This is an optimization exercise on Yosys and OpenROAD, whose aim is a short achievable clock period and few clock cycles, not a production implementation. In this exercise RTL edits were held to simulation tests only and were not proved equivalent to the original. No activity file was given, so power comes from the tool's default toggle rates.

$ cat design/flow/run.sh
#!/bin/bash
# synth_recipe.tcl (not shown) runs the flow's synth.tcl, then flattens the netlist and writes it again
# the make line also repeats each setting of config.mk as NAME=value (left out here)
make -C /OpenROAD-flow-scripts/flow DESIGN_CONFIG=/design/flow/config.mk WORK_HOME=/design/flow/orfs CLKGATE_MAP_FILE= SYNTH_SCRIPT=/design/flow/synth_recipe.tcl finish
$ cat design/flow/config.mk
export PLATFORM = sky130hd
export DESIGN_NAME = rv32i_cpu
export DESIGN_NICKNAME = rv32i_cpu
export VERILOG_FILES = /design/flow/design.v
export SDC_FILE = /design/flow/constraint.sdc
export NUM_CORES = 4
export LEC_CHECK = 0
export ABC_CLOCK_PERIOD_IN_PS = 2500
export CAP_MARGIN = 20
export CORE_MARGIN = 2
export CORE_UTILIZATION = 40
export SETUP_SLACK_MARGIN = 5
export SLEW_MARGIN = 20
$ cat design/flow/constraint.sdc
create_clock -name core_clock -period 8.0 [get_ports {clk}]
set_input_delay 1.6000 -clock core_clock [delete_from_list [all_inputs] [get_ports {clk}]]
set_output_delay 1.6000 -clock core_clock [all_outputs]
set_load 0.01 [all_outputs]
$ cat design/flow/design.v
`timescale 1ns / 1ps
module rv32i_cpu (
    input  wire        clk,
    input  wire        reset,
    output wire [31:0] imem_addr,
    input  wire [31:0] imem_rdata,
    output wire [31:0] dmem_addr,
    output wire [31:0] dmem_wdata,
    output wire        dmem_we,
    output wire [3:0]  dmem_be,
    input  wire [31:0] dmem_rdata
);
    reg  [29:0] pa, pt;
    wire [29:0] pc = pa | pt;
    reg         f_valid;
    reg  [29:0] f_pc;
    reg  [31:0] f_ins;
    reg         f_r, f_i, f_ld, f_st, f_br, f_jal, f_jalr, f_lui, f_auipc;
    reg         f_use1, f_use2, f_brs2, f_wr, f_bpred, f_jpred;
    reg         e_wr, e_ld, e_st;                  
    reg         e_beq;                             
    reg         e_blt;                             
    reg         e_jalr;                            
    reg  [3:0]  e_rd;
    reg  [31:0] e_a, e_b, e_bx, e_sd, e_pass;      
    reg         r_sum, r_xor, r_or, r_and, r_sll, r_sr, r_slt, r_sltu, r_pass;
    reg         e_sub, e_sra;
    reg  [2:0]  e_f3;
    reg         e_pred;                            
    reg         e_k;                               
    reg         e_addi;                            
    reg  [31:0] e_nimm;                            
    reg         e_d_m;                             
    reg  [31:0] e_sa;                              
    reg  [4:0]  e_sh;                              
    reg  [29:0] e_alt;                             
    reg         m_wr, m_we, m_mis;                 
    reg         m_ld, m_jalr;
    reg  [3:0]  m_rd;
    reg  [31:0] m_res;
    reg  [29:0] m_alt;
    reg  [29:0] m_tgt;                             
    reg  [2:0]  m_f3;
    reg  [3:0]  m_be;
    reg  [31:0] m_wdata;
    reg         w_wr;
    reg  [3:0]  w_rd;
    reg  [31:0] w_val;
    reg  [31:0] rf [0:15];
    reg  [15:0] rfv;
    wire        stall;
    wire        id_redirect;
    wire        id_redir0;                         
    wire [29:0] id_target;
    wire        ex_redirect;
    wire [29:0] ex_target;
    wire        mem_redirect = m_mis;
    wire [29:0] mem_target   = m_jalr ? m_tgt : m_alt;
    wire [31:0] fi = imem_rdata;
    wire fi_br  = (fi[6:0] == 7'b1100011);
    wire fi_jal = (fi[6:0] == 7'b1101111);
    wire [7:0]  blo  = {fi[29:25], fi[11:9]};
    wire [8:0]  bsum = {1'b0, pc[7:0]} + {1'b0, blo};
    wire take_b = fi_br & fi[31] & fi[30] & fi[7] & bsum[8];
    wire [7:0]  jlo  = fi[29:22];
    wire [8:0]  jsum = {1'b0, pc[7:0]} + {1'b0, jlo};
    wire j_short = (fi[30] == fi[31]) & (fi[20] == fi[31]) & (fi[19:12] == {8{fi[31]}});
    wire take_j = fi_jal & j_short & (jsum[8] == fi[31]);
    wire take   = take_b | take_j;
    wire [29:0] pc_inc   = pc + 30'd1;
    wire [29:0] t_bj     = {pc[29:8], take_j ? jsum[7:0] : bsum[7:0]};
    wire        ex_go   = ex_redirect & ~mem_redirect;
    wire [29:0] pa_rest = mem_redirect ? mem_target :
                          id_redir0    ? id_target  :
                          stall        ? pa         :
                          take         ? 30'd0      : pc_inc;
    wire [29:0] pt_rest = (mem_redirect | id_redir0) ? 30'd0 :
                          stall        ? pt         :
                          take         ? t_bj       : 30'd0;
    assign imem_addr = {pc, 2'b00};
    always @(posedge clk or posedge reset) begin
        if (reset) begin
            pa <= 30'd0;
            pt <= 30'd0;
        end else begin
            pa <= ex_go ? ex_target : pa_rest;
            pt <= ex_go ? 30'd0     : pt_rest;
        end
    end
    always @(posedge clk or posedge reset) begin
        if (reset)
            f_valid <= 1'b0;
        else
            f_valid <= ~ex_go & ~mem_redirect & ~id_redir0 & (f_valid | ~stall);
    end
    wire fd_r     = (fi[6:0] == 7'b0110011);
    wire fd_i     = (fi[6:0] == 7'b0010011);
    wire fd_ld    = (fi[6:0] == 7'b0000011);
    wire fd_st    = (fi[6:0] == 7'b0100011);
    wire fd_jal   = (fi[6:0] == 7'b1101111);
    wire fd_jalr  = (fi[6:0] == 7'b1100111);
    wire fd_lui   = (fi[6:0] == 7'b0110111);
    wire fd_auipc = (fi[6:0] == 7'b0010111);
    always @(posedge clk) begin
        if (!stall) begin
            f_pc     <= pc;
            f_ins    <= fi;
            f_r      <= fd_r;
            f_i      <= fd_i;
            f_ld     <= fd_ld;
            f_st     <= fd_st;
            f_br     <= fi_br;
            f_jal    <= fd_jal;
            f_jalr   <= fd_jalr;
            f_lui    <= fd_lui;
            f_auipc  <= fd_auipc;
            f_use1   <= fd_r | fd_i | fd_ld | fd_st | fi_br | fd_jalr;
            f_use2   <= fd_r | fd_st | fi_br;
            f_brs2   <= fd_r | fi_br;
            f_wr     <= (fd_r | fd_i | fd_ld | fd_jal | fd_jalr | fd_lui | fd_auipc) &
                        (fi[10:7] != 4'd0);
            f_bpred  <= take_b;
            f_jpred  <= take_j;
        end
    end
    wire [2:0] f3  = f_ins[14:12];
    wire [3:0] rd  = f_ins[10:7];
    wire [3:0] rs1 = f_ins[18:15];
    wire [3:0] rs2 = f_ins[23:20];
    wire [31:0] imm_i  = {{20{f_ins[31]}}, f_ins[31:20]};
    wire [31:0] imm_s  = {{20{f_ins[31]}}, f_ins[31:25], f_ins[11:7]};
    wire [29:0] imm_bw = {{20{f_ins[31]}}, f_ins[7], f_ins[30:25], f_ins[11:9]};
    wire [29:0] imm_jw = {{12{f_ins[31]}}, f_ins[19:12], f_ins[20], f_ins[30:22]};
    wire [29:0] pc_p1  = f_pc + 30'd1;
    wire [19:0] pc_up  = f_pc[29:10] + f_ins[31:12];
    wire [31:0] d_pass = f_lui   ? {f_ins[31:12], 12'b0} :
                         f_auipc ? {pc_up, f_pc[9:0], 2'b00} : {pc_p1, 2'b00};
    wire [29:0] alt_b  = f_pc + imm_bw;
    wire j_fuse = f_jalr & e_wr & (e_rd == rs1) & r_pass;
    wire [31:0] j_sum = e_pass + imm_i;
    wire z_fuse = f_br & ~f3[2] & (rs2 == 4'd0) & e_wr & (e_rd == rs1) & e_addi;
    wire z_zero = (e_a == e_nimm);
    wire z_taken = z_zero ^ f3[0];
    wire z_mis  = z_fuse & (z_taken ^ f_bpred);
    wire j_mis  = f_jal & ~f_jpred;
    assign id_redir0   = f_valid & (j_mis | j_fuse | z_mis) & ~mem_redirect;
    assign id_redirect = id_redir0 & ~ex_redirect;
    assign id_target   = j_mis  ? (f_pc + imm_jw) :
                         j_fuse ? j_sum[31:2] :
                         z_taken ? alt_b : pc_p1;
    wire d_pred = z_fuse ? z_taken : f_bpred;
    wire [29:0] d_alt  = d_pred ? pc_p1 : alt_b;
    reg  [31:0] ld_val;
    wire [31:0] mem_val = m_ld ? ld_val : m_res;
    wire [31:0] rf1 = (rs1 != 4'd0 && rfv[rs1]) ? rf[rs1] : 32'd0;
    wire [31:0] rf2 = (rs2 != 4'd0 && rfv[rs2]) ? rf[rs2] : 32'd0;
    wire a_mem = m_wr & (m_rd == rs1);
    wire a_wb  = w_wr & (w_rd == rs1);
    wire b_mem = m_wr & (m_rd == rs2);
    wire b_wb  = w_wr & (w_rd == rs2);
    wire [31:0] d_v1 = a_mem ? mem_val : (a_wb ? w_val : rf1);
    wire [31:0] d_v2 = b_mem ? mem_val : (b_wb ? w_val : rf2);
    wire [31:0] d_b   = f_brs2 ? d_v2 : (f_st ? imm_s : imm_i);
    wire        d_sub = (f_r & f_ins[30] & f3 == 3'b000) |
                        ((f_r | f_i) & f3[2:1] == 2'b01) | f_br;
    wire d_shift = (f_r | f_i) & (f3[1:0] == 2'b01);
    wire a_ex = e_wr & (e_rd == rs1);
    wire b_ex = e_wr & (e_rd == rs2) & f_brs2;
    wire d_ex = e_wr & (e_rd == rs2);
    assign stall = f_valid & e_ld & ((f_use1 & (e_rd == rs1)) | (f_use2 & (e_rd == rs2)));
    wire kill = mem_redirect | ex_redirect | stall | ~f_valid;
    always @(posedge clk or posedge reset) begin
        if (reset) begin
            e_wr   <= 1'b0;
            e_ld   <= 1'b0;
            e_st   <= 1'b0;
            e_beq  <= 1'b0;
            e_blt  <= 1'b0;
            e_jalr <= 1'b0;
        end else begin
            e_wr   <= f_wr & ~kill;
            e_ld   <= f_ld & f_wr & ~kill;
            e_st   <= f_st & ~kill;
            e_beq  <= f_br & ~f3[2] & ~kill;
            e_blt  <= f_br & f3[2] & ~kill;
            e_jalr <= f_jalr & ~j_fuse & ~kill;
        end
    end
    wire [31:0] sum;
    wire [31:0] res_o;                             
    wire a_s  = a_ex & r_sum;
    wire a_o  = a_ex & ~r_sum;
    wire b_s  = b_ex & r_sum;
    wire b_o  = b_ex & ~r_sum;
    always @(posedge clk) begin
        e_rd   <= rd;
        e_a    <= ({32{a_s}} & sum) | ({32{a_o}} & res_o) | ({32{~a_ex}} & d_v1);
        e_b    <= ({32{b_s}} & sum) | ({32{b_o}} & res_o) | ({32{~b_ex}} & d_b);
        e_bx   <= ({32{b_s & ~d_sub}} & sum) | ({32{b_s & d_sub}} & ~sum) |
                  ({32{b_o}} & (res_o ^ {32{d_sub}})) |
                  ({32{~b_ex}} & (d_b ^ {32{d_sub}}));
        e_sd   <= d_v2;
        e_sa   <= (({32{a_s}} & sum) | ({32{a_o}} & res_o) | ({32{~a_ex}} & d_v1)) & {32{d_shift}};
        e_sh   <= (({5{b_s}} & sum[4:0]) | ({5{b_o}} & res_o[4:0]) | ({5{~b_ex}} & d_b[4:0])) & {5{d_shift}};
        e_d_m  <= d_ex;
        e_pass <= d_pass;
        r_sum  <= ((f_r | f_i) & f3 == 3'b000) | f_ld | f_st;
        r_sll  <= (f_r | f_i) & f3 == 3'b001;
        r_slt  <= (f_r | f_i) & f3 == 3'b010;
        r_sltu <= (f_r | f_i) & f3 == 3'b011;
        r_xor  <= (f_r | f_i) & f3 == 3'b100;
        r_sr   <= (f_r | f_i) & f3 == 3'b101;
        r_or   <= (f_r | f_i) & f3 == 3'b110;
        r_and  <= (f_r | f_i) & f3 == 3'b111;
        r_pass <= f_jal | f_jalr | f_lui | f_auipc;
        e_sub  <= d_sub;
        e_sra  <= f_ins[30];
        e_f3   <= f3;
        e_pred <= d_pred;
        e_k    <= f3[0] ^ d_pred;
        e_alt  <= d_alt;
        e_addi <= f_i & (f3 == 3'b000);
        e_nimm <= 32'd0 - imm_i;
    end
    wire [31:0] A  = e_a;
    wire [31:0] B  = e_b;
    wire [31:0] SD = e_d_m ? m_res : e_sd;      
    wire [32:0] ad  = {1'b0, A} + {1'b0, e_bx} + {32'd0, e_sub};
    assign sum = ad[31:0];
    wire ltu = ~ad[32];
    wire lt  = (A[31] ^ B[31]) ? A[31] : ad[31];
    wire eq  = (A == B);
    wire [4:0]  sh   = e_sh;
    wire [31:0] sll  = e_sa << sh;
    wire [32:0] sra_in = {e_sra & e_sa[31], e_sa};
    wire [32:0] sr33 = $signed(sra_in) >>> sh;
    wire [31:0] sr   = sr33[31:0];
    assign res_o = ({32{r_xor}}  & (A ^ B))
                 | ({32{r_or}}   & (A | B))
                 | ({32{r_and}}  & (A & B))
                 | ({32{r_sll}}  & sll)
                 | ({32{r_sr}}   & sr)
                 | ({32{r_slt}}  & {31'd0, lt})
                 | ({32{r_sltu}} & {31'd0, ltu})
                 | ({32{r_pass}} & e_pass);
    assign ex_redirect = e_beq & (eq ^ e_k);
    assign ex_target   = e_alt;
    wire blt_taken = (e_f3[1] ? ltu : lt) ^ e_f3[0];
    wire ex_mis    = e_jalr | (e_blt & (blt_taken ^ e_pred));
    reg [3:0]  st_be;
    reg [31:0] st_data;
    always @(*) begin
        case (e_f3[1:0])
            2'b00: begin
                st_data = {4{SD[7:0]}};
                st_be   = 4'b0001 << sum[1:0];
            end
            2'b01: begin
                st_data = {2{SD[15:0]}};
                st_be   = sum[1] ? 4'b1100 : 4'b0011;
            end
            default: begin
                st_data = SD;
                st_be   = 4'b1111;
            end
        endcase
    end
    always @(posedge clk or posedge reset) begin
        if (reset) begin
            m_wr  <= 1'b0;
            m_we  <= 1'b0;
            m_mis <= 1'b0;
        end else begin
            m_wr  <= e_wr & ~mem_redirect;
            m_we  <= e_st & ~mem_redirect;
            m_mis <= ex_mis & ~mem_redirect;
        end
    end
    always @(posedge clk) begin
        m_ld    <= e_ld;
        m_jalr  <= e_jalr;
        m_rd    <= e_rd;
        m_res   <= r_sum ? sum : res_o;
        m_alt   <= e_alt;
        m_tgt   <= sum[31:2];
        m_f3    <= e_f3;
        m_be    <= st_be;
        m_wdata <= st_data;
    end
    assign dmem_addr  = m_res;
    assign dmem_wdata = m_wdata;
    assign dmem_we    = m_we;
    assign dmem_be    = m_be;
    always @(*) begin
        case (m_f3[1:0])
            2'b00: begin
                case (m_res[1:0])
                    2'b00: ld_val = {{24{~m_f3[2] & dmem_rdata[7]}},  dmem_rdata[7:0]};
                    2'b01: ld_val = {{24{~m_f3[2] & dmem_rdata[15]}}, dmem_rdata[15:8]};
                    2'b10: ld_val = {{24{~m_f3[2] & dmem_rdata[23]}}, dmem_rdata[23:16]};
                    default: ld_val = {{24{~m_f3[2] & dmem_rdata[31]}}, dmem_rdata[31:24]};
                endcase
            end
            2'b01: begin
                if (m_res[1])
                    ld_val = {{16{~m_f3[2] & dmem_rdata[31]}}, dmem_rdata[31:16]};
                else
                    ld_val = {{16{~m_f3[2] & dmem_rdata[15]}}, dmem_rdata[15:0]};
            end
            default: ld_val = dmem_rdata;
        endcase
    end
    always @(posedge clk or posedge reset) begin
        if (reset)
            w_wr <= 1'b0;
        else
            w_wr <= m_wr;
    end
    always @(posedge clk) begin
        w_rd  <= m_rd;
        w_val <= mem_val;
    end
    always @(posedge clk or posedge reset) begin
        if (reset)
            rfv <= 16'd0;
        else if (w_wr)
            rfv[w_rd] <= 1'b1;
    end
    always @(posedge clk) begin
        if (w_wr)
            rf[w_rd] <= w_val;
    end
endmodule
==> results.json, run 1 <==
{
  "status": "no timing/DRC/antenna violations",
  "clkPwrFrac": 0.292,
  "maxSlewHeadroom": 0.215,
  "fin_crit_ps": 3670,
  "drc": 0,
  "vias": 48500,
  "synth_xor_area_frac": 0.0383,
  "cts_tree": "built",
  "port_buffers": 164,
  "final_nets": 5855,
  "syn-cell-area_sq_um": 60200,
  "switchingPower_mw": 6.87,
  "cellPowerDensity_nw_per_um2": 255,
  "hpwlAfterDp_microns": 158000,
  "die_h_microns": 392,
  "clkTransAtPathRegs_ps": 70,
  "antenna_found_initial": 18,
  "grt_overflow": 0,
  "ir_drop_mv": 0.218,
  "grt_pass1_wl_microns": 336000,
  "p_comb_frac": 0.338,
  "dieWidth_microns": 392,
  "p_int_mw": 12.8,
  "crit_path_max_fanout": 6,
  "finalWirelength_microns": 242000,
  "hold_viol_final": 0,
  "fin_tns_setup_ps": 0,
  "start_kind": "register",
  "synth_top_area_frac": 0.290,
  "drtIter0Drc": 6589,
  "ys.flop_type": "edfxtp_1",
  "cp.required_ps": 8620,
  "core_area_sq_um": 150000,
  "min_period_over_period": 0.459,
  "ant_nets": 0,
  "worstPathArrival_ps": 4290,
  "cp-end-kind": "register",
  "synth_edf_count": 582,
  "fmax_ghz": 0.273,
  "clock_latency_ps": 820,
  "ys_seq_elements": 1110,
  "finalClockSkew_ps": 148,
  "fin_util": 0.515,
  "synth_top_family_by_area": "multiplexers",
  "clock-sinks": 1110,
  "max-cap-violations": 0,
  "placed_cells": 7046,
  "slew_violations": 0,
  "grt_usage": 0.304,
  "synth_top_area_cell": "edfxtp_1",
  "dp_slack_ps": 2840,
  "fill_cells": 12800,
  "synthSimpleGateAreaFrac": 0.0897,
  "grt_max_degree": 65,
  "synth_mux_area_frac": 0.188,
  "pin_count": 167,
  "setup_viol": 0,
  "fin_cells": 7709,
  "grt_setup_unrepaired": "true",
  "firstDrtPassIters": 8,
  "syn_area_per_cell_sq_um": 11.8,
  "yosys_warnings": 1,
  "crit_type": "reg2reg",
  "area_growth_pct": 27.9,
  "hp-class": "reg2reg",
  "viasPerCell": 6.30,
  "clockBufferDepth": 3,
  "synth_cells": 5098,
  "routedWlPerCell_microns": 31.4,
  "place_congestion": 1.02,
  "worstMarginPinSlew_ps": 1170,
  "cts_root_buffer": "clkbuf_16",
  "async_reset_ff_frac": 0.0784,
  "htreeDepth": 3,
  "seqPwrFrac": 0.370,
  "synth_compound_area_frac": 0.131,
  "grt_pass1_vias": 46200,
  "start_util": 0.402,
  "num_rows": 142,
  "setup_slack_ps": 4330,
  "drive_gt1_frac": 0.348,
  "ys_seq_area_frac": 0.473,
  "yosys-top-cells-area": "edfxtp_1 (29%), mux4_2 (15%), dfxtp_1 (15%)",
  "cts-buffers-inserted": 121,
  "netSwitchingFraction": 0.350,
  "ctsHoldBuffers": 0,
  "ys_types": 96,
  "synthAdderAreaFrac": 0.0432,
  "die_area_sq_um": 154000,
  "power_leakage_nw": 28.4
}
path summary, 6_finish.rpt:
path                           from        to  slack, ps  depth (start not counted)
setup reg to reg             e_a[0]  e_bx[28]       4330                         13
hold reg to reg            e_alt[1]  m_alt[1]        250                          0
setup / recovery             e_a[0]  e_bx[28]       4330                         13
max in group asynchronous     reset     pt[3]       5300                          3
min in group asynchronous     reset    e_jalr       1280                          2
hold / removal             e_alt[1]  m_alt[1]        250                          0
cell usage after synthesis (72+ instances only):
library cell / instances
inv_1: 220
o21ai_0: 241
nand2_1: 330
mux4_2: 401
edfxtp_1: 582
mux2i_1: 152
nor2_1: 360
clkbuf_1: 227
a21oi_1: 336
xor2_1: 104
dfxtp_1: 441
xnor2_1: 159
dfrtp_1: 87
a21o_1: 72
ha_1: 195
registers in the layout, indices dropped and copies added (netlist names), 32 cells and up, named ones only:
signal,flops
e_b,32
m_wdata,32
e_sa,32
rf,512
e_sd,32
m_res,32
e_a,32
w_val,32
e_bx,32
logic make-up after synthesis:
group           count (synthesis)
buf+inv                       556
compound gates               1204
mux                           621
other cells                     1
flops                        1110
xor+xnor                      263
fa+ha+maj                     203
simple gates                 1140
cell usage in the layout (no fill, tap or decap), drive strengths merged, types with 37 or more instances in the layout:
cell type      count
dfxtp            441
a211oi            51
a21o              72
o21ai            251
buf              582
nor2             362
mux2i            152
dfrtp             87
mux4             401
o211ai            65
ha               195
mux2              68
xor2             104
a21oi            338
nand2            330
nor3              65
nor2b             60
clkinv            58
a22o              37
nand3             61
a31oi             61
xnor2            159
a221oi            50
nor3b             37
clkdlybuf4s15     39
edfxtp           582
inv              221
nor4              46
clkbuf           172
power groups by stage:
| stage | clock (mW) | sequential (mW) | combinational [mW] |
|---|---|---|---|
| after global routing | 6.02 | 7.26 | 7.04 |
| final | 5.74 | 7.26 | 6.64 |
| after floorplan | 0 | 6.98 | 3.46 |
| after detailed placement | 0 | 7.41 | 4.85 |
| after CTS | 5.80 | 7.23 | 6.02 |
| after global placement | 0 | 7.41 | 4.83 |
metrics by stage:
step / cell area (sq um) / power [mW] / hold slack (ps)
3_3_place_gp: 64600 / 12.2 / 316
4_1_cts: 74500 / 19.1 / 243
3_5_place_dp: 64600 / 12.3 / 318
6_report: 77000 / 19.6 / 252
2_1_floorplan: 60900 / 10.4 / 310
5_1_grt: 77000 / 20.3 / 260
metal layers:
metal,track usage,vias to the layer above,share of wire
met5,0,-,0.00019
met4,0.158,6,0.067
met3,0.0573,742,0.10
met2,0.477,2965,0.45
met1,0.400,24400,0.38
li1,-,20500,-
what timing repair did:
item | CTS | global route
buffers inserted | 297 | 104
gates resized for setup | 1170 | 325
endpoints found under the setup margin | 521 | 274
pin swaps | 187 | 183
gates cloned | 19 | 13
critical path, stage by stage, from the launching register on:
cell,delay (ps)
dfxtp_4,340
fa_2,350
inv_2,60
fa_2,210
nor2b_2,50
o31a_1,340
o2111ai_2,270
a21oi_4,120
o41a_1,430
a221o_2,520
xor2_4,240
o21ai_4,120
a221oi_4,330
xnor2_1,100
final cells by class:
class                   count  area [sq um]  share of cell area
diodes                      1          2.50           0.0000325
clock buffers             158          3370              0.0438
clock inverters            71           721             0.00936
inverters                 224           902              0.0117
multi-input cells        3434         33500               0.435
flip-flops and latches   1110         28700               0.373
well taps                2016          2520              0.0328
repair buffers            694          7240              0.0940
repair inverters            1          6.26           0.0000813
Testbench counts, summed over its fixed seeds: cycles 56,829.
==> run 2: changes to the inputs <==
--- a/design/flow/design.v
+++ b/design/flow/design.v
@@ -17,6 +17,8 @@
     reg  [31:0] f_ins;
     reg         f_r, f_i, f_ld, f_st, f_br, f_jal, f_jalr, f_lui, f_auipc;
     reg         f_use1, f_use2, f_brs2, f_wr, f_bpred, f_jpred;
+    reg         lx_valid;
+    reg  [29:0] lx_pc;
     reg         e_wr, e_ld, e_st;                  
     reg         e_beq;                             
     reg         e_blt;                             
@@ -30,6 +32,7 @@
     reg         e_k;                               
     reg         e_addi;                            
     reg  [31:0] e_nimm;                            
+    reg  [31:0] e_nimm2;                           
     reg         e_d_m;                             
     reg  [31:0] e_sa;                              
     reg  [4:0]  e_sh;                              
@@ -61,7 +64,12 @@
     wire fi_jal = (fi[6:0] == 7'b1101111);
     wire [7:0]  blo  = {fi[29:25], fi[11:9]};
     wire [8:0]  bsum = {1'b0, pc[7:0]} + {1'b0, blo};
-    wire take_b = fi_br & fi[31] & fi[30] & fi[7] & bsum[8];
+    wire lx_hit = lx_valid & (pc == lx_pc);
+    wire take_bb = fi_br & fi[31] & fi[30] & fi[7] & bsum[8] & ~lx_hit;
+    wire same_rs = (fi[18:15] == fi[23:20]);
+    wire f3_eqge = (fi[14:12] == 3'b000) | (fi[14:12] == 3'b101) | (fi[14:12] == 3'b111);
+    wire take_bf = fi_br & ~fi[31] & ~fi[30] & ~fi[7] & ~bsum[8] & same_rs & f3_eqge;
+    wire take_b = take_bb | take_bf;
     wire [7:0]  jlo  = fi[29:22];
     wire [8:0]  jsum = {1'b0, pc[7:0]} + {1'b0, jlo};
     wire j_short = (fi[30] == fi[31]) & (fi[20] == fi[31]) & (fi[19:12] == {8{fi[31]}});
@@ -149,6 +157,20 @@
                          j_fuse ? j_sum[31:2] :
                          z_taken ? alt_b : pc_p1;
     wire d_pred = z_fuse ? z_taken : f_bpred;
+    wire lx_set = f_valid & z_fuse & f3[0] & z_taken & (e_a == e_nimm2) &
+                  ~mem_redirect & ~ex_redirect;
+    always @(posedge clk or posedge reset) begin
+        if (reset)
+            lx_valid <= 1'b0;
+        else if (lx_set)
+            lx_valid <= 1'b1;
+        else if (lx_hit & ~stall)
+            lx_valid <= 1'b0;
+    end
+    always @(posedge clk) begin
+        if (lx_set)
+            lx_pc <= f_pc;
+    end
     wire [29:0] d_alt  = d_pred ? pc_p1 : alt_b;
     reg  [31:0] ld_val;
     wire [31:0] mem_val = m_ld ? ld_val : m_res;
@@ -200,8 +222,10 @@
                   ({32{b_o}} & (res_o ^ {32{d_sub}})) |
                   ({32{~b_ex}} & (d_b ^ {32{d_sub}}));
         e_sd   <= d_v2;
-        e_sa   <= (({32{a_s}} & sum) | ({32{a_o}} & res_o) | ({32{~a_ex}} & d_v1)) & {32{d_shift}};
-        e_sh   <= (({5{b_s}} & sum[4:0]) | ({5{b_o}} & res_o[4:0]) | ({5{~b_ex}} & d_b[4:0])) & {5{d_shift}};
+        if (d_shift) begin
+            e_sa <= ({32{a_s}} & sum) | ({32{a_o}} & res_o) | ({32{~a_ex}} & d_v1);
+            e_sh <= ({5{b_s}} & sum[4:0]) | ({5{b_o}} & res_o[4:0]) | ({5{~b_ex}} & d_b[4:0]);
+        end
         e_d_m  <= d_ex;
         e_pass <= d_pass;
         r_sum  <= ((f_r | f_i) & f3 == 3'b000) | f_ld | f_st;
@@ -221,6 +245,7 @@
         e_alt  <= d_alt;
         e_addi <= f_i & (f3 == 3'b000);
         e_nimm <= 32'd0 - imm_i;
+        e_nimm2 <= 32'd0 - {imm_i[30:0], 1'b0};
     end
     wire [31:0] A  = e_a;
     wire [31:0] B  = e_b;
==> run 2 against run 1 <==
  * Register-to-register slack gained 140 ps
  * Synthesized cell count grew 5.9%
  * Non-clock buffer count grew 162
  * Routed wire length grew 10%
  * Critical endpoint is now pa[17]
  * Die area grew 4.8%
  * Largest cell class unchanged
==> results.json, run 2 <==
{
  "status": "no timing/DRC/antenna violations",
  "crit_type": "in2reg",
  "synth_edf_count": 649,
  "ys_seq_elements": 1141,
  "start_util": 0.404,
  "maxSlewHeadroom": 0.324,
  "grt_pass1_vias": 51100,
  "clkTransAtPathRegs_ps": 60,
  "grt_overflow": 0,
  "finalWirelength_microns": 266000,
  "num_rows": 145,
  "power_leakage_nw": 31.1,
  "setup_viol": 0,
  "largest_reg_flops": 512,
  "final_nets": 6321,
  "top_register": "rf",
  "hpwlAfterDp_microns": 172000,
  "cp.required_ps": 8680,
  "async_reset_ff_frac": 0.0771,
  "area_growth_pct": 32.3,
  "layout_commonest_cell": "edfxtp_1",
  "yosys-top-cells-area": "edfxtp_1 (31%), mux4_2 (14%), dfxtp_1 (13%)",
  "pin_count": 167,
  "worstMarginPinSlew_ps": 1010,
  "finalClockSkew_ps": 63.1,
  "clock-sinks": 1141,
  "fmax_ghz": 0.277,
  "port_buffers": 164,
  "ys.flop_type": "edfxtp_1",
  "clockBufferDepth": 3,
  "ant_nets": 0,
  "vias": 53000,
  "crit_path_max_fanout": 7,
  "path_cells": "clkdlybuf4s50_1, nor2b_2, nand3_2, a2111oi_4, buf_4, a211oi_4, nand4_1, buf_6, buf_16, buf_6, o22ai_2, a22oi_1, o31ai_1",
  "syn-cell-area_sq_um": 63100,
  "min_period_over_period": 0.452,
  "cts-buffers-inserted": 130,
  "final_cell_mix": "edfxtp_1 (649), buf_4 (446), mux4_2 (395)",
  "fin_cells": 8218,
  "synth_top_area_frac": 0.309,
  "placed_cells": 7392,
  "core_area_sq_um": 156000,
  "yosysMostFrequentCell": "edfxtp_1",
  "grt_pass1_wl_microns": 375000,
  "power_mw": 20.5,
  "fin_tns_setup_ps": 0,
  "grt_usage": 0.321,
  "drive_gt1_frac": 0.380,
  "die_h_microns": 401,
  "antenna_found_initial": 10,
  "htreeDepth": 4,
  "syn_area_per_cell_sq_um": 11.7,
  "viasPerCell": 6.44,
  "cts_tree": "built",
  "clock_latency_ps": 810,
  "routedWlPerCell_microns": 32.4,
  "synth_cells": 5401,
  "cp-end-kind": "register",
  "fin_crit_ps": 3610,
  "max-cap-violations": 0,
  "crit_buf_inv": 5,
  "firstDrtPassIters": 6,
  "ys_types": 100,
  "place_congestion": 1.01,
  "dieWidth_microns": 401,
  "ys_seq_area_frac": 0.472,
  "drc": 0,
  "crit_path_max_incr_delay_ps": 610,
  "cts_root_buffer": "clkbuf_16",
  "fill_cells": 13200,
  "drtIter0Drc": 6689,
  "crit_family": "buffers and inverters",
  "hold_viol_final": 0,
  "worstPathArrival_ps": 4300,
  "slew_violations": 0,
  "crit_path_frequent_cell": "buf_6",
  "cellPowerDensity_nw_per_um2": 246,
  "synth_top_area_cell": "edfxtp_1",
  "ir_drop_mv": 0.182,
  "grt_setup_unrepaired": "true",
  "start_kind": "input port",
  "synthTopCellsByCount": "edfxtp_1 (649), dfxtp_1 (404), mux4_2 (395)",
  "grt_max_degree": 65,
  "die_area_sq_um": 161000,
  "hp-class": "reg2reg",
  "yosys_warnings": 1,
  "crit_slowest_cell": "clkdlybuf4s50_1"
}
## run 2: cell types whose count changed after synthesis, sizes merged, moves of 24 or more
| cell | change |
|---|---|
| a221oi | -24 |
| nand3 | +25 |
| o21a | +37 |
| nor3 | +63 |
| dfxtp | -37 |
| edfxtp | +67 |
## run 2: final timing paths
kind	from	end	slack [ps]	cells past startpoint
worst max-delay path	imem_rdata[5]	pa[17]	4390	13
worst min-delay path	e_alt[5]	m_alt[5]	320	0
worst max register to register	pa[14]	pa[0]	4470	13
worst min register to register	e_alt[5]	m_alt[5]	320	0
max in group asynchronous	reset	pa[2]	5310	4
min in group asynchronous	reset	m_wr	1430	3
## run 2: layout make-up
type	count	area [sq um]	area share
multi-input combinational	3699	36400	0.436
timing repair buffer	856	8980	0.108
antenna	2	5.00	0.0000599
tap	2058	2570	0.0308
sequential	1141	30000	0.360
clock buffer	157	3420	0.0409
inverter	224	900	0.0108
clock inverter	81	1170	0.0140
## run 2: layer usage
layer  vias to the layer above  track usage  wire length (microns)
li1                      22100            -                      -
met1                     26700        0.422                 101000
met2                      3315        0.495                 119000
met3                       825       0.0658                  27000
met4                         2        0.181                  18900
met5                         -            0                     12
## run 2: metrics by stage
step	area (sq um)	setup slack [ps]	hold WS, ps	util
floorplan	63800	3680	310	-
global placement	67600	2330	337	0.432
detailed placement	67600	2290	339	0.432
CTS	80300	4520	315	0.514
global route	83500	4320	340	0.534
finish	83500	4390	321	0.534
## run 2: worst register-to-register path, stage by stage, from the launching register on
cell and delay (ps):
dfrtp_2 450, buf_4 190, nor3_1 220, o22ai_1 110
nor4_1 500, nand4_1 490, a211oi_4 390, nand4_1 210
buf_6 220, buf_12 130, buf_16 150, o221ai_2 160
a21oi_1 70, o21ai_1 150
## run 2: where the power goes
part / internal (mW) / total [mW] / switching [mW]
clock network: 3.68 / 6.40 / 2.72
registers: 6.76 / 7.44 / 0.681
logic: 2.90 / 6.66 / 3.76
total: 13.3 / 20.5 / 7.17
## run 2: kinds of logic (layout without fill, tap and decap cells)
family                   Yosys count  after routing  share of synthesized area
AND/OR/NAND/NOR                 1305           1306                     0.0996
AO/OA/AOI/OAI                   1300           1300                      0.136
flip-flops                      1141           1141                      0.472
multiplexers                     629            629                      0.180
buffers and inverters            563           1318                     0.0358
XOR/XNOR                         259            259                     0.0359
adder cells (fa/ha/maj)          203            203                     0.0412
other                              1              4                  0.0000594
## run 2: repair_timing
| action | 4_1_cts | 5_1_grt |
|---|---|---|
| hold buffers | 0 | 0 |
| cloned | 35 | 6 |
| setup buffers | 403 | 142 |
| setup endpoints to repair | 544 | 311 |
| pin swaps | 240 | 237 |
| gates resized for setup | 1413 | 430 |
Testbench counts of run 2, summed over its fixed seeds: cycles 55,044.
==> run 3: changes to the inputs <==
--- a/design/flow/design.v
+++ b/design/flow/design.v
@@ -15,6 +15,8 @@
     reg         f_valid;
     reg  [29:0] f_pc;
     reg  [31:0] f_ins;
+    reg  [29:0] f_pc1;                             
+    reg  [29:0] f_tb, f_tj;                        
     reg         f_r, f_i, f_ld, f_st, f_br, f_jal, f_jalr, f_lui, f_auipc;
     reg         f_use1, f_use2, f_brs2, f_wr, f_bpred, f_jpred;
     reg         lx_valid;
@@ -76,6 +78,8 @@
     wire take_j = fi_jal & j_short & (jsum[8] == fi[31]);
     wire take   = take_b | take_j;
     wire [29:0] pc_inc   = pc + 30'd1;
+    wire [29:0] fi_bw    = {{20{fi[31]}}, fi[7], fi[30:25], fi[11:9]};
+    wire [29:0] fi_jw    = {{12{fi[31]}}, fi[19:12], fi[20], fi[30:22]};
     wire [29:0] t_bj     = {pc[29:8], take_j ? jsum[7:0] : bsum[7:0]};
     wire        ex_go   = ex_redirect & ~mem_redirect;
     wire [29:0] pa_rest = mem_redirect ? mem_target :
@@ -112,6 +116,9 @@
     always @(posedge clk) begin
         if (!stall) begin
             f_pc     <= pc;
+            f_pc1    <= pc_inc;
+            f_tb     <= pc + fi_bw;
+            f_tj     <= pc + fi_jw;
             f_ins    <= fi;
             f_r      <= fd_r;
             f_i      <= fd_i;
@@ -137,13 +144,11 @@
     wire [3:0] rs2 = f_ins[23:20];
     wire [31:0] imm_i  = {{20{f_ins[31]}}, f_ins[31:20]};
     wire [31:0] imm_s  = {{20{f_ins[31]}}, f_ins[31:25], f_ins[11:7]};
-    wire [29:0] imm_bw = {{20{f_ins[31]}}, f_ins[7], f_ins[30:25], f_ins[11:9]};
-    wire [29:0] imm_jw = {{12{f_ins[31]}}, f_ins[19:12], f_ins[20], f_ins[30:22]};
-    wire [29:0] pc_p1  = f_pc + 30'd1;
+    wire [29:0] pc_p1  = f_pc1;
     wire [19:0] pc_up  = f_pc[29:10] + f_ins[31:12];
     wire [31:0] d_pass = f_lui   ? {f_ins[31:12], 12'b0} :
                          f_auipc ? {pc_up, f_pc[9:0], 2'b00} : {pc_p1, 2'b00};
-    wire [29:0] alt_b  = f_pc + imm_bw;
+    wire [29:0] alt_b  = f_tb;
     wire j_fuse = f_jalr & e_wr & (e_rd == rs1) & r_pass;
     wire [31:0] j_sum = e_pass + imm_i;
     wire z_fuse = f_br & ~f3[2] & (rs2 == 4'd0) & e_wr & (e_rd == rs1) & e_addi;
@@ -153,7 +158,7 @@
     wire j_mis  = f_jal & ~f_jpred;
     assign id_redir0   = f_valid & (j_mis | j_fuse | z_mis) & ~mem_redirect;
     assign id_redirect = id_redir0 & ~ex_redirect;
-    assign id_target   = j_mis  ? (f_pc + imm_jw) :
+    assign id_target   = j_mis  ? f_tj :
                          j_fuse ? j_sum[31:2] :
                          z_taken ? alt_b : pc_p1;
     wire d_pred = z_fuse ? z_taken : f_bpred;
==> run 3 against run 2 <==
  * Routed wire length shrank 3.5%
  * Still clean
  * Global-route usage shrank 1.6 points
  * Highest routed layer unchanged
  * Clock skew shrank 8.0 ps
  * Synthesized cell count shrank 5.0%
  * Utilization shrank 0.55 points
  * Area after synthesis grew 0.79%
  * First-iteration DRC count grew 0.24%
  * Combinational power shrank 6.8%
==> results.json, run 3 <==
{
  "hold_end": "m_f3[2]",
  "grt_max_degree": 74,
  "yosys_warnings": 1,
  "syn-cell-area_sq_um": 63600,
  "fin_crit_ps": 3880,
  "ys.flop_type": "edfxtp_1",
  "num_rows": 146,
  "crit_path_frequent_cell": "fa_2",
  "ctsHoldBuffers": 0,
  "hpwlAfterDp_microns": 162000,
  "hold_start": "e_f3[2]",
  "start_util": 0.402,
  "min_period_over_period": 0.485,
  "setup_slack_ps": 4120,
  "ant_nets": 0,
  "ys_types": 97,
  "finalWirelength_microns": 257000,
  "cellPowerDensity_nw_per_um2": 254,
  "async_reset_ff_frac": 0.0715,
  "final_cell_mix": "edfxtp_1 (739), buf_4 (435), mux4_2 (392)",
  "drtIter0Drc": 6705,
  "holdPathStages": 0,
  "crit_path_max_fanout": 3,
  "worstMarginPinSlew_ps": 1140,
  "crit_buf_inv": 1,
  "ys_seq_elements": 1231,
  "htreeDepth": 4,
  "fin_cells": 8002,
  "grt_pass1_vias": 48600,
  "synth_top_area_cell": "edfxtp_1",
  "routedWlPerCell_microns": 32.1,
  "cts_tree": "built",
  "layout_commonest_cell": "edfxtp_1",
  "dp_slack_ps": 3050,
  "cts_root_buffer": "clkbuf_16",
  "die_h_microns": 403,
  "crit_family": "compound AO/OA/AOI/OAI gates",
  "finalClockSkew_ps": 55.1,
  "grt_usage": 0.306,
  "reg2reg_from": "e_a[0]",
  "clock-sinks": 1231,
  "dieWidth_microns": 403,
  "clkTransAtPathRegs_ps": 60,
  "setup_viol": 0,
  "top_register": "rf",
  "vias": 50700,
  "firstDrtPassIters": 7,
  "drive_gt1_frac": 0.384,
  "grt_overflow": 0,
  "crit_path_max_incr_delay_ps": 460,
  "status": "no timing/DRC/antenna violations",
  "place_congestion": 0.984,
  "antenna_found_initial": 9,
  "synth_cells": 5130,
  "fill_cells": 13100,
  "start_kind": "register",
  "hp-class": "reg2reg",
  "power_leakage_nw": 31.5,
  "synthTopCellsByCount": "edfxtp_1 (739), dfxtp_1 (404), mux4_2 (392)",
  "pin_count": 167,
  "crit_slowest_cell": "a221o_2",
  "max-cap-violations": 0,
  "cts-buffers-inserted": 139,
  "worstPathArrival_ps": 4360,
  "ys_seq_area_frac": 0.511,
  "clock_latency_ps": 790,
  "placed_cells": 7161,
  "viasPerCell": 6.34,
  "path_cells": "fa_2, inv_2, fa_2, nor2b_2, o31a_1, o211a_1, a221o_2, a2111oi_4, o31ai_2, a21oi_2, xor2_4, a21oi_4, a21o_4",
  "ir_drop_mv": 0.195,
  "port_buffers": 164,
  "grt_setup_unrepaired": "true",
  "r2r_end": "e_sa[30]",
  "hold_viol_final": 0,
  "yosys-top-cells-area": "edfxtp_1 (35%), mux4_2 (14%), dfxtp_1 (13%)",
  "yosysMostFrequentCell": "edfxtp_1",
  "crit_type": "reg2reg",
  "die_area_sq_um": 162000,
  "core_area_sq_um": 158000,
  "slew_violations": 0,
  "fmax_ghz": 0.258,
  "drc": 0,
  "fin_tns_setup_ps": 0,
  "grt_pass1_wl_microns": 356000,
  "maxSlewHeadroom": 0.238,
  "power_mw": 21.3,
  "cp.required_ps": 8480,
  "final_nets": 6075,
  "syn_area_per_cell_sq_um": 12.4,
  "area_growth_pct": 31.4,
  "reg2reg_setup_slack_ps": 4120,
  "synth_top_area_frac": 0.349,
  "largest_reg_flops": 512,
  "clockBufferDepth": 3,
  "reg2reg_depth": 13,
  "cp-end-kind": "register",
  "synth_edf_count": 739
}
## run 3: routing by layer
metal / vias to the layer above / track usage / wire (microns)
met1: 25700 / 0.389 / 94700
met5: - / 0 / 40
met4: 6 / 0.167 / 16700
li1: 21100 / - / -
met2: 3215 / 0.487 / 118000
met3: 773 / 0.0661 / 27100
## run 3: how the worst max path moves through the flow
stage,startpoint,slack (ps),depth (start not counted),endpoint
final,e_a[0],4120,13,e_sa[30]
after CTS,e_a[0],4180,14,e_bx[30]
after global routing,e_a[0],4090,13,e_sa[30]
after floorplan,imem_rdata[9],4070,11,pa[5]
after detailed placement,imem_rdata[22],3050,14,f_tj[22]
after global placement,imem_rdata[22],2960,12,pt[22]
## run 3: area by class of cell
cell class	instances	area, sq um	area share
Multi-Input combinational cell	3363	33700	0.403
Antenna cell	2	5.00	0.0000599
Clock buffer	186	3860	0.0462
Tap cell	2072	2590	0.0310
Sequential cell	1231	32800	0.392
Clock inverter	71	845	0.0101
Timing Repair Buffer	856	8880	0.106
Inverter	221	938	0.0112
## run 3: power by group
group / total, mW / switching (mW) / leakage, nW / internal (mW)
clock network: 6.58 / 2.79 / 2.29 / 3.79
registers: 8.47 / 0.830 / 11.6 / 7.64
logic: 6.21 / 3.37 / 17.6 / 2.84
## run 3: cell families (layout without fill, tap and decap cells)
kind of cell | count (synthesis) | count (layout) | share of synthesized area
adders and majority gates | 197 | 197 | 0.0395
other | 1 | 4 | 0.0000590
xor gates and xnor gates | 247 | 247 | 0.0343
and+or+nand+nor | 1086 | 1086 | 0.0796
muxes | 640 | 640 | 0.179
AOI/OAI and AO/OA | 1190 | 1191 | 0.122
buffers and inverters | 538 | 1334 | 0.0339
DFF | 1231 | 1231 | 0.511
## run 3: repair_timing
item	in CTS	in global routing
resized for setup	1370	410
pin swaps	214	248
setup endpoints to repair	606	392
buffers inserted	391	153
cloned	27	10
## run 3: metrics by stage
stage / area [sq um] / hold slack, ps / util
2_1_floorplan: 64400 / 310 / -
3_3_place_gp: 68300 / 319 / 0.432
3_5_place_dp: 68300 / 321 / 0.432
4_1_cts: 80400 / 337 / 0.508
5_1_grt: 83600 / 356 / 0.528
6_report: 83600 / 338 / 0.528
Testbench counts of run 3, summed over its fixed seeds: cycles 55,044.
==> run 4: changes to the inputs <==
--- a/design/flow/design.v
+++ b/design/flow/design.v
@@ -20,7 +20,7 @@
     reg         f_r, f_i, f_ld, f_st, f_br, f_jal, f_jalr, f_lui, f_auipc;
     reg         f_use1, f_use2, f_brs2, f_wr, f_bpred, f_jpred;
     reg         lx_valid;
-    reg  [29:0] lx_pc;
+    reg  [7:0]  lx_pc;
     reg         e_wr, e_ld, e_st;                  
     reg         e_beq;                             
     reg         e_blt;                             
@@ -66,7 +66,7 @@
     wire fi_jal = (fi[6:0] == 7'b1101111);
     wire [7:0]  blo  = {fi[29:25], fi[11:9]};
     wire [8:0]  bsum = {1'b0, pc[7:0]} + {1'b0, blo};
-    wire lx_hit = lx_valid & (pc == lx_pc);
+    wire lx_hit = lx_valid & (pc[7:0] == lx_pc);
     wire take_bb = fi_br & fi[31] & fi[30] & fi[7] & bsum[8] & ~lx_hit;
     wire same_rs = (fi[18:15] == fi[23:20]);
     wire f3_eqge = (fi[14:12] == 3'b000) | (fi[14:12] == 3'b101) | (fi[14:12] == 3'b111);
@@ -174,7 +174,7 @@
     end
     always @(posedge clk) begin
         if (lx_set)
-            lx_pc <= f_pc;
+            lx_pc <= f_pc[7:0];
     end
     wire [29:0] d_alt  = d_pred ? pc_p1 : alt_b;
     reg  [31:0] ld_val;
==> run 4 against run 3 <==
  * Combinational power about the same
  * First-iteration DRC count decreased by 12%
  * Register-to-register slack improved by 430 ps
  * Critical path depth decreased by 2
  * Sequential power decreased by 3.5%
  * Area after synthesis decreased by 0.81%
  * Synthesized cell count increased by 1.2%
  * Non-clock buffer count decreased by 45
  * Critical path type is now in2reg
  * Largest cell class unchanged
  * Clock-buffer cell count increased by 8
  * Clock skew decreased by 18 ps
  * Routed wire length decreased by 5.1%
==> results.json, run 4 <==
{
  "status": "no timing/DRC/antenna violations",
  "ys_seq_elements": 1209,
  "power_mw": 20.7,
  "crit_path_max_fanout": 7,
  "antenna_found_initial": 14,
  "setup_viol": 0,
  "htreeDepth": 4,
  "maxSlewHeadroom": 0.228,
  "grt_usage": 0.290,
  "path_cells": "clkdlybuf4s15_2, xnor2_1, nand2_1, or4b_1, or4_4, o221a_4, nor3b_4, buf_12, a221o_1, o21ai_1, a21oi_1",
  "fmax_ghz": 0.274,
  "synth_top_area_frac": 0.341,
  "yosys-top-cells-area": "edfxtp_1 (34%), mux4_2 (13%), dfxtp_1 (13%)",
  "firstDrtPassIters": 6,
  "power_leakage_nw": 30.7,
  "grt_setup_unrepaired": "true",
  "hpwlAfterDp_microns": 152000,
  "async_reset_ff_frac": 0.0728,
  "clock_latency_ps": 810,
  "crit_buf_inv": 2,
  "pin_count": 167,
  "ys.flop_type": "edfxtp_1",
  "top_register": "rf",
  "num_rows": 145,
  "synth_top_area_cell": "edfxtp_1",
  "grt_pass1_vias": 47900,
  "cp-end-kind": "register",
  "finalWirelength_microns": 244000,
  "area_growth_pct": 32.0,
  "final_nets": 6081,
  "grt_pass1_wl_microns": 339000,
  "crit_slowest_cell": "or4b_1",
  "cp.required_ps": 8700,
  "fin_tns_setup_ps": 0,
  "drive_gt1_frac": 0.392,
  "place_congestion": 1.03,
  "cts-buffers-inserted": 136,
  "worstMarginPinSlew_ps": 1160,
  "ant_nets": 0,
  "ctsHoldBuffers": 0,
  "fill_cells": 12800,
  "layout_commonest_cell": "edfxtp_1",
  "grt_max_degree": 117,
  "cts_tree": "built",
  "dieWidth_microns": 401,
  "clkTransAtPathRegs_ps": 60,
  "ys_seq_area_frac": 0.504,
  "vias": 49700,
  "syn-cell-area_sq_um": 63100,
  "port_buffers": 164,
  "start_util": 0.403,
  "clock-sinks": 1209,
  "viasPerCell": 6.21,
  "cts_root_buffer": "clkbuf_16",
  "synthTopCellsByCount": "edfxtp_1 (717), dfxtp_1 (404), nor2_1 (392)",
  "hp-class": "reg2reg",
  "ys_types": 99,
  "core_area_sq_um": 156000,
  "crit_family": "simple AND/OR/NAND/NOR gates",
  "yosys_warnings": 1,
  "drtIter0Drc": 5911,
  "hold_viol_final": 0,
  "die_area_sq_um": 161000,
  "syn_area_per_cell_sq_um": 12.2,
  "cellPowerDensity_nw_per_um2": 249,
  "start_kind": "input port",
  "drc": 0,
  "slew_violations": 0,
  "fin_crit_ps": 3650,
  "routedWlPerCell_microns": 30.5,
  "max-cap-violations": 0,
  "die_h_microns": 401,
  "yosysMostFrequentCell": "edfxtp_1",
  "crit_type": "in2reg",
  "largest_reg_flops": 512,
  "finalClockSkew_ps": 37.1,
  "final_cell_mix": "edfxtp_1 (717), buf_4 (437), mux4_2 (376)",
  "reg2reg_setup_slack_ps": 4550,
  "synth_edf_count": 717,
  "crit_path_max_incr_delay_ps": 540,
  "grt_overflow": 0,
  "ir_drop_mv": 0.232,
  "clockBufferDepth": 3,
  "min_period_over_period": 0.456,
  "synth_cells": 5191,
  "worstPathArrival_ps": 4340
}
## run 4: path summary, 6_finish.rpt
kind                       endpoint  cells after the start            from
max                          pa[27]                     11  imem_rdata[18]
min                         m_f3[2]                      0         e_f3[2]
max reg2reg                e_sa[24]                     16          e_a[0]
min reg2reg                 m_f3[2]                      0         e_f3[2]
max in group asynchronous    pa[29]                      3           reset
min in group asynchronous      m_we                      2           reset
## run 4: logic make-up after synthesis
group / Yosys count / share of synthesized area
multiplexers: 642 / 0.178
other: 1 / 0.0000594
flip-flops: 1209 / 0.504
adder cells (fa/ha/maj): 197 / 0.0398
AO/OA/AOI/OAI: 1165 / 0.118
buffers and inverters: 529 / 0.0334
AND/OR/NAND/NOR: 1195 / 0.0905
XOR/XNOR: 253 / 0.0351
## run 4: per-layer routing
layer / vias up / wire [microns] / GRT usage
li1: 21000 / - / -
met1: 25100 / 92200 / 0.370
met2: 2862 / 113000 / 0.462
met3: 702 / 23000 / 0.0589
met4: 8 / 15700 / 0.157
met5: - / 50 / 0
## run 4: area by class of cell
| type | count | area, sq um | share of cell area |
|---|---|---|---|
| diodes | 5 | 12.5 | 0.000150 |
| clock buffers | 194 | 3840 | 0.0461 |
| clock inverters | 56 | 699 | 0.00840 |
| inverters | 202 | 865 | 0.0104 |
| multi-input cells | 3456 | 34800 | 0.418 |
| flip-flops and latches | 1209 | 32100 | 0.386 |
| well taps | 2058 | 2570 | 0.0309 |
| repair buffers | 811 | 8350 | 0.100 |
| repair inverters | 2 | 16.3 | 0.000195 |
## run 4: per-stage QoR
step / utilization / hold WS, ps / std cells / area, sq um / setup slack [ps]
2_1_floorplan: - / 310 / 5192 / 63800 / 3830
3_3_place_gp: 0.432 / 314 / 7186 / 67500 / 2270
3_5_place_dp: 0.432 / 314 / 7186 / 67500 / 2120
4_1_cts: 0.511 / 327 / 7814 / 79900 / 4380
5_1_grt: 0.532 / 347 / 7988 / 83300 / 4280
6_report: 0.532 / 332 / 7993 / 83300 / 4350
## run 4: timing repair
action,in CTS,in global routing
buffers inserted,342,168
endpoints found under the setup margin,631,368
resized for setup,1496,420
endpoints found under the hold margin,0,0
cloned,36,6
pin swaps,283,286
## run 4: report_power, final
group,switching [mW],leakage [nW],total (mW),internal (mW)
combinational,3.26,17.0,6.18,2.93
clock,2.73,2.21,6.38,3.65
sequential,0.681,11.4,8.17,7.49
total,6.67,30.7,20.7,14.1
Testbench counts of run 4, summed over its fixed seeds: cycles 55,044.
==> run 5: changes to the inputs <==
--- a/design/flow/design.v
+++ b/design/flow/design.v
@@ -68,10 +68,7 @@
     wire [8:0]  bsum = {1'b0, pc[7:0]} + {1'b0, blo};
     wire lx_hit = lx_valid & (pc[7:0] == lx_pc);
     wire take_bb = fi_br & fi[31] & fi[30] & fi[7] & bsum[8] & ~lx_hit;
-    wire same_rs = (fi[18:15] == fi[23:20]);
-    wire f3_eqge = (fi[14:12] == 3'b000) | (fi[14:12] == 3'b101) | (fi[14:12] == 3'b111);
-    wire take_bf = fi_br & ~fi[31] & ~fi[30] & ~fi[7] & ~bsum[8] & same_rs & f3_eqge;
-    wire take_b = take_bb | take_bf;
+    wire take_b = take_bb;
     wire [7:0]  jlo  = fi[29:22];
     wire [8:0]  jsum = {1'b0, pc[7:0]} + {1'b0, jlo};
     wire j_short = (fi[30] == fi[31]) & (fi[20] == fi[31]) & (fi[19:12] == {8{fi[31]}});
@@ -80,23 +77,26 @@
     wire [29:0] pc_inc   = pc + 30'd1;
     wire [29:0] fi_bw    = {{20{fi[31]}}, fi[7], fi[30:25], fi[11:9]};
     wire [29:0] fi_jw    = {{12{fi[31]}}, fi[19:12], fi[20], fi[30:22]};
-    wire [29:0] t_bj     = {pc[29:8], take_j ? jsum[7:0] : bsum[7:0]};
+    wire [29:0] t_bj     = {pc[29:8], fi_jal ? jsum[7:0] : bsum[7:0]};
     wire        ex_go   = ex_redirect & ~mem_redirect;
-    wire [29:0] pa_rest = mem_redirect ? mem_target :
-                          id_redir0    ? id_target  :
-                          stall        ? pa         :
-                          take         ? 30'd0      : pc_inc;
-    wire [29:0] pt_rest = (mem_redirect | id_redir0) ? 30'd0 :
-                          stall        ? pt         :
-                          take         ? t_bj       : 30'd0;
+    wire        seq      = ~mem_redirect & ~id_redir0 & ~stall;
+    wire        hold     = ~mem_redirect & ~id_redir0 & stall;
+    wire [29:0] pa_other = mem_redirect ? mem_target : id_redir0 ? id_target : pa;
+    wire        s_inc    = ~ex_go & seq & ~take;
+    wire        s_tgt    = ~ex_go & seq &  take;
+    wire        s_oth    = ~ex_go & ~seq;
+    wire        s_hold   = ~ex_go & hold;
+    wire [29:0] pa_next  = ({30{ex_go}} & ex_target) | ({30{s_inc}} & pc_inc) |
+                           ({30{s_oth}} & pa_other);
+    wire [29:0] pt_next  = ({30{s_tgt}} & t_bj) | ({30{s_hold}} & pt);
     assign imem_addr = {pc, 2'b00};
     always @(posedge clk or posedge reset) begin
         if (reset) begin
             pa <= 30'd0;
             pt <= 30'd0;
         end else begin
-            pa <= ex_go ? ex_target : pa_rest;
-            pt <= ex_go ? 30'd0     : pt_rest;
+            pa <= pa_next;
+            pt <= pt_next;
         end
     end
     always @(posedge clk or posedge reset) begin
==> run 5 against run 4 <==
  * Still clean
  * Via count grew 0.23%
  * Clock power grew 3%
  * Combinational power fell by 23%
  * Die area fell by 0.84%
  * Maximum frequency increased by 0.52%
  * Global-route usage up 0.76 points
  * Area after synthesis is 0.85% lower
  * Utilization is 0.51 points lower
  * Sequential cell count did not move
  * Critical path depth is 3 higher
  * Sequential share of layout area up 0.42 points
  * Clock skew up 12 ps
==> results.json, run 5 <==
{
  "status": "no timing/DRC/antenna violations",
  "ant_nets": 0,
  "synth_top_area_cell": "edfxtp_1",
  "layout_commonest_cell": "edfxtp_1",
  "antenna_found_initial": 13,
  "reg2reg_depth": 14,
  "power_leakage_nw": 30.8,
  "drc": 0,
  "min_period_over_period": 0.454,
  "fin_crit_ps": 3630,
  "netSwitchingFraction": 0.308,
  "hold_viol_final": 0,
  "switchingPower_mw": 5.95,
  "setup_viol": 0,
  "crit_type": "reg2reg",
  "yosysMostFrequentCell": "edfxtp_1",
  "grt_pass1_vias": 47200,
  "clockBufferDepth": 3,
  "ys_types": 92,
  "crit_buf_inv": 2,
  "clkPwrFrac": 0.339,
  "worstPathArrival_ps": 4270,
  "ir_drop_mv": 0.236,
  "crit_family": "compound AO/OA/AOI/OAI gates",
  "largest_reg_flops": 512,
  "cellPowerDensity_nw_per_um2": 235,
  "cts-buffers-inserted": 135,
  "dp_slack_ps": 2450,
  "ys.flop_type": "edfxtp_1",
  "core_area_sq_um": 156000,
  "crit_slowest_cell": "fa_2",
  "synth_top_area_frac": 0.344,
  "finalClockSkew_ps": 49.3,
  "viasPerCell": 6.30,
  "place_congestion": 1.02,
  "ctsHoldBuffers": 0,
  "yosys-top-cells-area": "edfxtp_1 (34%), mux4_2 (13%), dfxtp_1 (13%)",
  "grt_max_degree": 79,
  "crit_path_max_fanout": 5,
  "cts_root_buffer": "clkbuf_16",
  "cts_tree": "built",
  "setup_slack_ps": 4370,
  "finalWirelength_microns": 246000,
  "p_int_mw": 13.4,
  "post_dp_cell_area_sq_um": 66800,
  "async_reset_ff_frac": 0.0728,
  "drive_gt1_frac": 0.377,
  "synthTopCellsByCount": "edfxtp_1 (717), dfxtp_1 (404), nand2_1 (382)",
  "grt_setup_unrepaired": "true",
  "final_cell_mix": "edfxtp_1 (717), buf_4 (398), mux4_2 (362)",
  "hpwlAfterDp_microns": 153000,
  "die_area_sq_um": 160000,
  "clock-sinks": 1209,
  "pin_count": 167,
  "die_h_microns": 399,
  "path_cells": "fa_2, inv_2, fa_2, nand2b_4, a21oi_4, o31a_1, o211ai_1, o211ai_1, o31ai_4, a311oi_4, buf_6, o221a_4, o21ai_4, xnor2_1",
  "fin_tns_setup_ps": 0,
  "fmax_ghz": 0.276,
  "syn-cell-area_sq_um": 62600,
  "p_comb_frac": 0.246,
  "worst-path-stages": 14,
  "synth_cells": 5118,
  "slew_violations": 0,
  "yosys_warnings": 1,
  "drtIter0Drc": 6771,
  "clkTransAtPathRegs_ps": 60,
  "top_register": "rf",
  "synth_edf_count": 717,
  "htreeDepth": 4,
  "vias": 49800,
  "cp.required_ps": 8640,
  "crit_path_max_incr_delay_ps": 420,
  "final_nets": 5993,
  "area_growth_pct": 31.4,
  "hp-class": "reg2reg",
  "ys_seq_elements": 1209,
  "firstDrtPassIters": 6,
  "grt_usage": 0.297,
  "grt_pass1_wl_microns": 341000,
  "maxSlewHeadroom": 0.246,
  "syn_area_per_cell_sq_um": 12.2,
  "holdPathStages": 0,
  "cp-end-kind": "register",
  "port_buffers": 164,
  "routedWlPerCell_microns": 31.2,
  "dieWidth_microns": 399,
  "final_area_sq_um": 82200,
  "start_kind": "register",
  "seqPwrFrac": 0.415,
  "start_util": 0.401,
  "grt_overflow": 0,
  "worstMarginPinSlew_ps": 1130,
  "clock_latency_ps": 800,
  "max-cap-violations": 0,
  "ys_seq_area_frac": 0.509,
  "num_rows": 145
}
[run 5: area by class of cell]
type                       count  area, sq um
clock buffer                 171         3670
tap                         2058         2570
clock inverter                74          967
inverter                     190          793
fill                       12700        73700
multi-input combinational   3398        33600
timing repair buffer         796         8540
sequential                  1209        32000
antenna                        4         10.0
[run 5: routing by layer]
metal | wire length (microns) | up-vias | track usage
met1 | 96500 | 25200 | 0.407
met4 | 11700 | 10 | 0.126
met5 | 58 | - | 0
met3 | 29400 | 579 | 0.0801
li1 | - | 20800 | -
met2 | 108000 | 3267 | 0.444
[run 5: worst reg2reg max path, delay by kind of cell (launching register included)]
kind,cells,cell delay [ps]
AND/OR/NAND/NOR,1,150
AO/OA/AOI/OAI,8,2030
XOR/XNOR,1,90
adder cells (fa/ha/maj),2,650
flip-flops,1,320
buffers and inverters,2,250
[run 5: through the flow]
step           hold WS, ps  cells   util  total power [mW]
2_1_floorplan          310   5119      -              10.1
3_3_place_gp           317   7107  0.429              11.5
3_5_place_dp           333   7107  0.429              11.5
4_1_cts                335   7729  0.506              18.8
5_1_grt                355   7896  0.527              19.9
6_report               341   7900  0.527              19.3
[run 5: power by group through the flow]
stage | clock network, mW | logic, mW | registers, mW
4_1_cts | 6.58 | 4.25 | 7.95
3_5_place_dp | 0 | 3.41 | 8.09
6_report | 6.54 | 4.75 | 8.01
2_1_floorplan | 0 | 2.39 | 7.71
5_1_grt | 6.83 | 5.02 | 8.03
3_3_place_gp | 0 | 3.38 | 8.08
[run 5: logic make-up after synthesis]
| logic type | count (synthesis) | synth area share |
|---|---|---|
| flops | 1209 | 0.509 |
| simple gates | 1181 | 0.0898 |
| compound gates | 1129 | 0.118 |
| mux | 636 | 0.176 |
| buf+inv | 517 | 0.0324 |
| xor+xnor | 248 | 0.0349 |
| fa+ha+maj | 197 | 0.0401 |
| other cells | 1 | 0.0000600 |
[run 5: worst paths after layout]
path                       startpoint  endpoint  slack [ps]
hold / removal                e_f3[2]   m_f3[2]         340
min in group asynchronous       reset     pt[6]        1290
setup / recovery                e_sub   e_bx[0]        4370
setup reg to reg                e_sub   e_bx[0]        4370
max in group asynchronous       reset    pa[20]        5250
hold reg to reg               e_f3[2]   m_f3[2]         340
[run 5: repair_timing]
item	4_1_cts	5_1_grt
gates resized for setup	1376	405
pin swaps	253	229
cloned	43	7
setup buffers	334	160
endpoints found under the setup margin	617	318
Testbench counts of run 5, summed over its fixed seeds: cycles 55,422.

-- port drivers added, routing unchanged --
In the flow no input, the clock included, has a driving cell. The finished layouts below were timed again as built, in two steps. Step 1: set_driving_cell puts a clkbuf_16 on clk and a buf_2 on each other input, an assumption about the parent block. Step 2 also shifts input and output timing later by t, the mid clock arrival at the registers, as if the neighbouring blocks saw the same clock. Slacks: ideal / step 1 / step 2; pairs: ideal / step 1.
run | t (ns) | setup WS [ns] | hold slack, ns | latest minus earliest clock arrival (ns) | cell pins on the clock port's net
run 1 | 0.831 | 4.331 / 4.331 / 3.723 | 0.252 / 0.252 / 0.252 | 0.150 / 0.150 | 1
run 2 | 0.855 | 4.386 / 4.387 / 3.533 | 0.321 / 0.321 / 0.321 | 0.065 / 0.065 | 1
run 3 | 0.851 | 4.119 / 4.119 / 3.641 | 0.338 / 0.338 / 0.338 | 0.056 / 0.055 | 1
run 4 | 0.878 | 4.353 / 4.413 / 3.535 | 0.332 / 0.332 / 0.332 | 0.037 / 0.038 | 1
run 5 | 0.869 | 4.372 / 4.372 / 3.612 | 0.341 / 0.341 / 0.341 | 0.050 / 0.050 | 1
After both steps setup and hold are still met in every run listed. For run 2, which loses most, drivers alone change the setup slack by +0.001 ns; drivers and shift together by -0.853 ns.
